Context: an optimization exercise on an open-source flow, tuned for small area and a short achievable clock period. The choices shown serve that exercise and are no tape-out recipe. No functional check of the RTL was part of any run shown here. No activity file was given, so power comes from the tool's default toggle rates.

==> flow/design.v (outline; a module is shown in full before it is edited, if it fits) <==
// module part2: 646 lines
// module fa: 4 lines
// module ha: 4 lines
// module fpmul: 192 lines
module fpmul (
	input             clk,
	input      [31:0] X,
	input      [31:0] Y,
	output     [31:0] result,
	output reg        zero,
	output reg        underflow,
	output reg        overflow,
	output reg        nan
);
  // ...
==> flow/flow/run.sh <==
#!/bin/bash
export BUFFER_PORTS_ARGS="-buffer_cell sky130_fd_sc_hd__buf_1"
bash standard.sh > standard.log 2>&1
==> flow/standard.sh <==
#!/bin/bash
# synth_recipe.tcl (not shown) runs the flow's synth.tcl, then flattens the netlist and writes it again
# the make line also repeats each setting of config.mk as NAME=value (left out here)
make -C /OpenROAD-flow-scripts/flow DESIGN_CONFIG=/design/flow/config.mk WORK_HOME=/design/flow/orfs CLKGATE_MAP_FILE= SYNTH_SCRIPT=/design/flow/synth_recipe.tcl "${@:-finish}"
==> flow/config.mk <==
export PLATFORM = sky130hd
export DESIGN_NAME = fpmul
export DESIGN_NICKNAME = fpmul
export VERILOG_FILES = /design/flow/design.v
export SDC_FILE = /design/flow/constraint.sdc
export NUM_CORES = 4
export LEC_CHECK = 0
export CAP_MARGIN = 20
export CORE_MARGIN = 2
export CORE_UTILIZATION = 40
export SETUP_SLACK_MARGIN = 3.5
export SLEW_MARGIN = 20
export SYNTH_HIERARCHICAL = 1
export SYNTH_MINIMUM_KEEP_SIZE = 0
==> flow/constraint.sdc <==
create_clock -name core_clock -period 8.0 [get_ports {clk}]
set_input_delay 1.6000 -clock core_clock [delete_from_list [all_inputs] [get_ports {clk}]]
set_output_delay 1.6000 -clock core_clock [all_outputs]
set_load 0.01 [all_outputs]
==> impl_summary.txt, run 1 <==
----------------------------------------------------
[Global route]
  Pin count of the biggest net entering global routing ... 32
  Number of global-route vias before repair ... 14700
  Fraction of met3 tracks used by global routing ... 0.0720
  Layer with the highest usage after global routing ... met2

[Cells and area]
  Plain + repair buffers ... 188
  Fill cell count ... approximately 4300
  Share of the final layout cell area in multi-input gates ... 0.683
  Leading cell type in the layout, fill and taps excluded ... sky130_fd_sc_hd__xnor2_1
  Area of all placed cells without fillers ... between 20000 and 25000 sq um

[Critical path]
  Maximum fanout count along the critical path ... 6
  Delay contributed by the slowest stage of the critical path ... 0.31 ns
  Worst setup path start ... lg_q[1]
  Length in cells of the worst reg-to-reg path ... 9

[Drt]
  Via-to-Cell Ratio ... 6.07
  Initial DRC count ... 1234
  Met3 WL ... 6.11 mm

[Die]
  Die outline area ... 48600 sq um
  Number of placement rows ... 79

[STA]
  Timing-limited maximum frequency ... 0.200 GHz
  Final period utilization ... 0.625
  Setup tns final ... 0 ns

[Clock network]
  Clock insertion delay at the later pin of the skew report ... roughly 0.46 ns
  Count of H-tree levels built during CTS ... 4
  Clock Sinks ... 174

[Power and ir drop]
  Share of total power in the clock network ... 0.104
  P per Cell Area ... 411 nW/um^2
  Clock Power ... a little under 0.0009 W

[Place]
  Placed cell area ... slightly below 20000 sq um
  HPWL after detailed placement ... 39.2 mm

[Yosys]
  Yosys warnings ... 7
  Syn Nets ... 2210

[Outcome]
  Run status ... complete, no violations

----------------------------------------------------
==> inputs of run 2 (changes only) <==
--- a/flow/design.v
+++ b/flow/design.v
@@ -627,25 +627,25 @@
 	wire ws403 = ~(xm[22] ^ pp7_25);
 	wire wk404 = xm[22] | pp7_25;
 	wire ws405, wk406;
 	ha uws405 (.a(wk400), .b(ws403), .s(ws405), .k(wk406));
 	wire ws407 = ~(nn7 ^ wk404);
 	wire wk408 = nn7 | wk404;
 	wire [47:0] ra = {wk406, ws405, ws401, wk394, wk388, ws387, wk376, wk368, ws367, wk352, wk342, ws341, wk322, wk310, ws309, wk286, wk272, ws271, wk244, wk228, wk212, ws211, wk182, wk168, wk154, wk140, wk126, wk114, ws111, wk90, wk80, wk70, wk60, ws57, ws49, wk36, wk30, ws27, ws21, wk14, ws11, ws7, wk4, wk2, pp1_0, pp0_2, pp0_1, neg[0]};
 	wire [47:0] rb = {ws407, wk402, wk398, ws397, ws393, wk382, ws381, ws375, wk360, ws359, ws351, wk332, ws331, ws321, wk298, ws297, ws285, wk258, ws257, ws243, ws227, wk196, ws195, ws181, ws167, ws153, ws139, ws125, ws113, ws101, ws89, ws79, ws69, ws59, ws51, ws43, ws35, ws29, ws23, ws17, ws13, ws9, ws5, ws3, ws1, 1'b0, 1'b0, pp0_0};
-	wire [12:0] l0 = {1'b0, ra[11:0]} + {1'b0, rb[11:0]};
-	assign lg[0] = l0[12];
-	assign lp[0] = &(ra[11:0] ^ rb[11:0]);
-	wire [6:0] l1 = {1'b0, ra[17:12]} + {1'b0, rb[17:12]};
-	assign lg[1] = l1[6];
-	assign lp[1] = &(ra[17:12] ^ rb[17:12]);
-	wire [5:0] l2 = {1'b0, ra[22:18]} + {1'b0, rb[22:18]};
-	assign lg[2] = l2[5];
-	assign lp[2] = &(ra[22:18] ^ rb[22:18]);
+	wire [10:0] l0 = {1'b0, ra[9:0]} + {1'b0, rb[9:0]};
+	assign lg[0] = l0[10];
+	assign lp[0] = &(ra[9:0] ^ rb[9:0]);
+	wire [7:0] l1 = {1'b0, ra[16:10]} + {1'b0, rb[16:10]};
+	assign lg[1] = l1[7];
+	assign lp[1] = &(ra[16:10] ^ rb[16:10]);
+	wire [6:0] l2 = {1'b0, ra[22:17]} + {1'b0, rb[22:17]};
+	assign lg[2] = l2[6];
+	assign lp[2] = &(ra[22:17] ^ rb[22:17]);
 	assign hp = ra[47:23] ^ rb[47:23];
 	assign hg = ra[47:23] & rb[47:23];
 endmodule
 module fa (input a, b, c, output s, k);
 	assign s = a ^ b ^ c;
 	assign k = (a & b) | (a & c) | (b & c);
 endmodule
 module ha (input a, b, output s, k);
==> run 2 against run 1 <==
Still clean on timing, DRC and antenna. First-iteration DRC count grew 22%. Final area shrank 4.9%. Die area shrank 5.5%. Combinational power shrank 3.6%. Highest routed layer unchanged.
==> impl_summary.txt, run 2 <==
----------------------------------------------------
[Yosys]
  Syn Std Cell Area ... 17700 sq um (was 18800 sq um)
  Yosys warnings ... 7 (unchanged)
  Per-instance average area after synthesis ... 9.63 sq um (was 10.2 sq um)
  Synth Instances ... 1839 (was 1841)
  Syn Nets ... 2208 (was 2210)

[Clock network]
  Clock Sinks ... 174 (unchanged)
  Clock insertion delay at the later pin of the skew report ... 0.45 ns (was 0.46 ns)
  CTS tree ... built (unchanged)
  Count of H-tree levels built during CTS ... 4 (unchanged)
  Clock buffer depth ... 2 (unchanged)
  Master cell of the clock root buffer ... sky130_fd_sc_hd__clkbuf_16 (unchanged)
  Clock input transition at the sequential cells of the worst setup and hold paths ... 0.07 ns (was 0.09 ns)
  Inserted Clock Buffers ... 17 (unchanged)

[Drt]
  Wire length per cell ... 23.3 um (was 23.7 um)
  Post-DRT Antenna Nets ... 0 (unchanged)
  Initial DRC count ... 1503 (was 1234)
  Final routed DRC violation total ... 0 (unchanged)
  Via Count ... 14900 (was 15000)
  1st-pass router iterations ... 7 (unchanged)
  Routed Wire Length ... 56.9 mm (was 58.5 mm)
  Via-to-Cell Ratio ... 6.09 (was 6.07)

[Outcome]
  Run status ... complete, no violations (unchanged)

[STA]
  Post-layout min period ... 4.98 ns (was 5.00 ns)
  Setup tns final ... 0 ns (unchanged)
  Crit path setup slack, layout ... 3.02 ns (was 3.00 ns)
  Total count of hold-check failures in the final report ... 0 (unchanged)
  Timing-limited maximum frequency ... 0.201 GHz (was 0.200 GHz)
  Final period utilization ... 0.622 (was 0.625)
  Setup repair after global routing missed its margin ... true (unchanged)
  Actual slew at the worst max-slew pin ... 1.07 ns (was 1.15 ns)
  Final setup skew ... 0.0129 ns (was 0.0233 ns)
  Final number of max-transition violations ... 0 (unchanged)
  Headroom to the max-slew limit ... 0.287 (was 0.231)
  Number of setup violations in the final report ... 0 (unchanged)

[Critical path]
  Crit. End Element ... output port (unchanged)
  Critical setup path kind ... reg2out (unchanged)
  Required time at the worst-slack endpoint ... 6.40 ns (about the same)
  Arrival time of the worst setup path ... 3.38 ns (was 3.40 ns)
  Maximum fanout count along the critical path ... 6 (unchanged)
  Worst Setup Start Kind ... flop (unchanged)

[Cells and area]
  Area of all placed cells without fillers ... 19500 sq um (was 20500 sq um)
  Top library cells by usage in the layout, fill and taps aside ... sky130_fd_sc_hd__xnor2_1, sky130_fd_sc_hd__a221oi_1, sky130_fd_sc_hd__a22o_1 (was sky130_fd_sc_hd__xnor2_1, sky130_fd_sc_hd__a22o_1, sky130_fd_sc_hd__dfxtp_1)
  Area added between synthesis and finish ... 9.85% (was 9.08%)
  Total number of nets in the final design ... 2207 (was 2220)
  Layout cells sized above 1 ... 0.101 (was 0.173)
  Fill cell count ... 4278 (was 4343)
  Top flop regs ... hp_q x25, x3_q x25, hg_q x24 (unchanged)
  Leading cell type in the layout, fill and taps excluded ... sky130_fd_sc_hd__xnor2_1 (unchanged)

[Place]
  Placed cell area ... 18400 sq um (was 19200 sq um)
  IO Port Bufs ... 100 (unchanged)
  Gpl congestion ... 0.875 (was 0.871)
  HPWL after detailed placement ... 38.7 mm (was 39.2 mm)
  Worst slack after detailed placement ... 2.62 ns (was 2.55 ns)

[Global route]
  Pin count of the biggest net entering global routing ... 32 (unchanged)
  Number of antenna violations at the first check in global routing ... 1 (was 2)
  Global-route wire length before repair ... 88.0 mm (was 89.7 mm)
  Total track usage ... 0.244 (was 0.242)
  Total congestion overflow ... 0 (unchanged)
  Number of global-route vias before repair ... 15200 (was 14700)

[Power and ir drop]
  Net switching power ... 0.00370 W (was 0.00387 W)
  Switching part of the total ... 0.457 (was 0.461)
  Share of total power in the clock network ... 0.100 (was 0.104)
  Sequential share of power ... 0.183 (was 0.177)
  Internal Pwr Total ... 0.00440 W (was 0.00453 W)
  Lkg Pwr ... 7.71 nW (was 8.07 nW)
  Logic gate share of total power ... 0.717 (was 0.718)
  Worst-case vdd ir drop ... 0.294 mV (was 0.342 mV)
  P per Cell Area ... 416 nW/um^2 (was 411 nW/um^2)

[Die]
  Number of primary I/O pins ... 101 (unchanged)
  Die width ... 214 um (was 221 um)
  Height of the die ... 214 um (was 221 um)
  Number of placement rows ... 77 (was 79)
  Core Area ... 43900 sq um (was 46500 sq um)
  Die outline area ... 46000 sq um (was 48600 sq um)
  Initial standard-cell utilization of the core ... 0.403 (was 0.404)

[Job]
  Count of maximum capacitance violations ... 0 (unchanged)

[Worst hold path]
  Class of the tightest hold or removal check ... reg2reg (unchanged)

----------------------------------------------------
==> run 2: metal layers <==
layer | vias to the layer above | GRT usage | routed length [um] | part of all wire
met3 | 154 | 0.0738 | 6640 | 0.12
li1 | 6654 | - | - | -
met4 | 2 | 0.113 | 2250 | 0.039
met2 | 858 | 0.360 | 23900 | 0.42
met1 | 7205 | 0.327 | 24100 | 0.42
met5 | - | 0 | 13 | 0.00023
==> run 2: area by class of cell <==
class	instances	area, sq um	share of cell area
Multi-Input combinational cell	1368	13200	0.677
Sequential cell	174	3500	0.180
Timing Repair Buffer	177	1100	0.0565
Tap cell	592	741	0.0381
Clock buffer	20	447	0.0230
Inverter	100	375	0.0193
Clock inverter	12	135	0.00694
Antenna cell	1	2.50	0.000129
==> run 2: per-stage QoR <==
stage / hold WS (ns) / total power [W] / instances / utilization
6_report: 0.413 / 0.00810 / 2444 / 0.443
5_1_grt: 0.424 / 0.00901 / 2443 / 0.443
3_3_place_gp: 0.418 / 0.00673 / 2386 / 0.419
3_5_place_dp: 0.417 / 0.00688 / 2386 / 0.419
2_1_floorplan: 0.374 / 0.00526 / 1839 / -
4_1_cts: 0.418 / 0.00813 / 2442 / 0.442
==> run 2: path summary, 6_finish.rpt <==
check           from  depth (start not counted)          to  slack (ns)
max          lg_q[0]                         17  result[24]        3.02
min           zero_q                          0        zero        0.41
max reg2reg  xm_q[5]                         13     lg_q[2]        3.61
min reg2reg   zero_q                          0        zero        0.41
==> run 2: power groups by stage <==
stage               clock (W)  sequential (W)  combinational, W
global route         0.000861         0.00150           0.00665
CTS                  0.000831         0.00146           0.00583
global placement            0         0.00147           0.00526
floorplan                   0         0.00130           0.00396
finish               0.000810         0.00148           0.00581
detailed placement          0         0.00147           0.00540
==> run 2: worst max-delay path, stage by stage, from the launching register on <==
cell	delay (ns)
sky130_fd_sc_hd__dfxtp_1	0.30
sky130_fd_sc_hd__a21o_1	0.16
sky130_fd_sc_hd__a21o_1	0.15
sky130_fd_sc_hd__ha_2	0.18
sky130_fd_sc_hd__nor2_4	0.09
sky130_fd_sc_hd__o21ai_2	0.08
sky130_fd_sc_hd__a311oi_2	0.25
sky130_fd_sc_hd__buf_4	0.18
sky130_fd_sc_hd__o221ai_4	0.11
sky130_fd_sc_hd__a311oi_4	0.29
sky130_fd_sc_hd__buf_6	0.15
sky130_fd_sc_hd__buf_6	0.10
sky130_fd_sc_hd__xor2_4	0.16
sky130_fd_sc_hd__buf_12	0.15
sky130_fd_sc_hd__buf_12	0.12
sky130_fd_sc_hd__mux2i_1	0.21
sky130_fd_sc_hd__o21ai_1	0.07
sky130_fd_sc_hd__buf_2	0.16
==> run 2: repair_timing <==
item | 4_1_cts | 5_1_grt
cloned | 3 | 0
setup endpoints to repair | 32 | 34
pin swaps | 19 | 6
gates resized for setup | 63 | 19
endpoints found under the hold margin | 0 | 0
buffers inserted | 21 | 1
hold buffers | 0 | 0

-- port drivers added, routing unchanged --
The flow's constraints put no driver on any port. The routed layouts listed below were extracted and timed again, unchanged, in two steps. Step 1, drivers: a clkbuf_16 drives clk and a buf_2 each remaining input, both assumed. Step 2 adds t to the input delays and takes it off the output delays; t is the mean of the earliest and latest rising clock arrival at the registers after step 1. Input paths then give back, and output paths get back, about the clock's delay inside the block. a / b / c = ideal ports / drivers / drivers and shift; a / b = the first two.
| run | t, ns | setup slack, ns | latest minus earliest clock arrival (ns) |
|---|---|---|---|
| run 1 | 0.506 | 3.003 / 2.946 / 3.453 | 0.024 / 0.023 |
| run 2 | 0.501 | 3.021 / 2.965 / 3.466 | 0.017 / 0.018 |
After both steps every run listed still meets setup and hold.
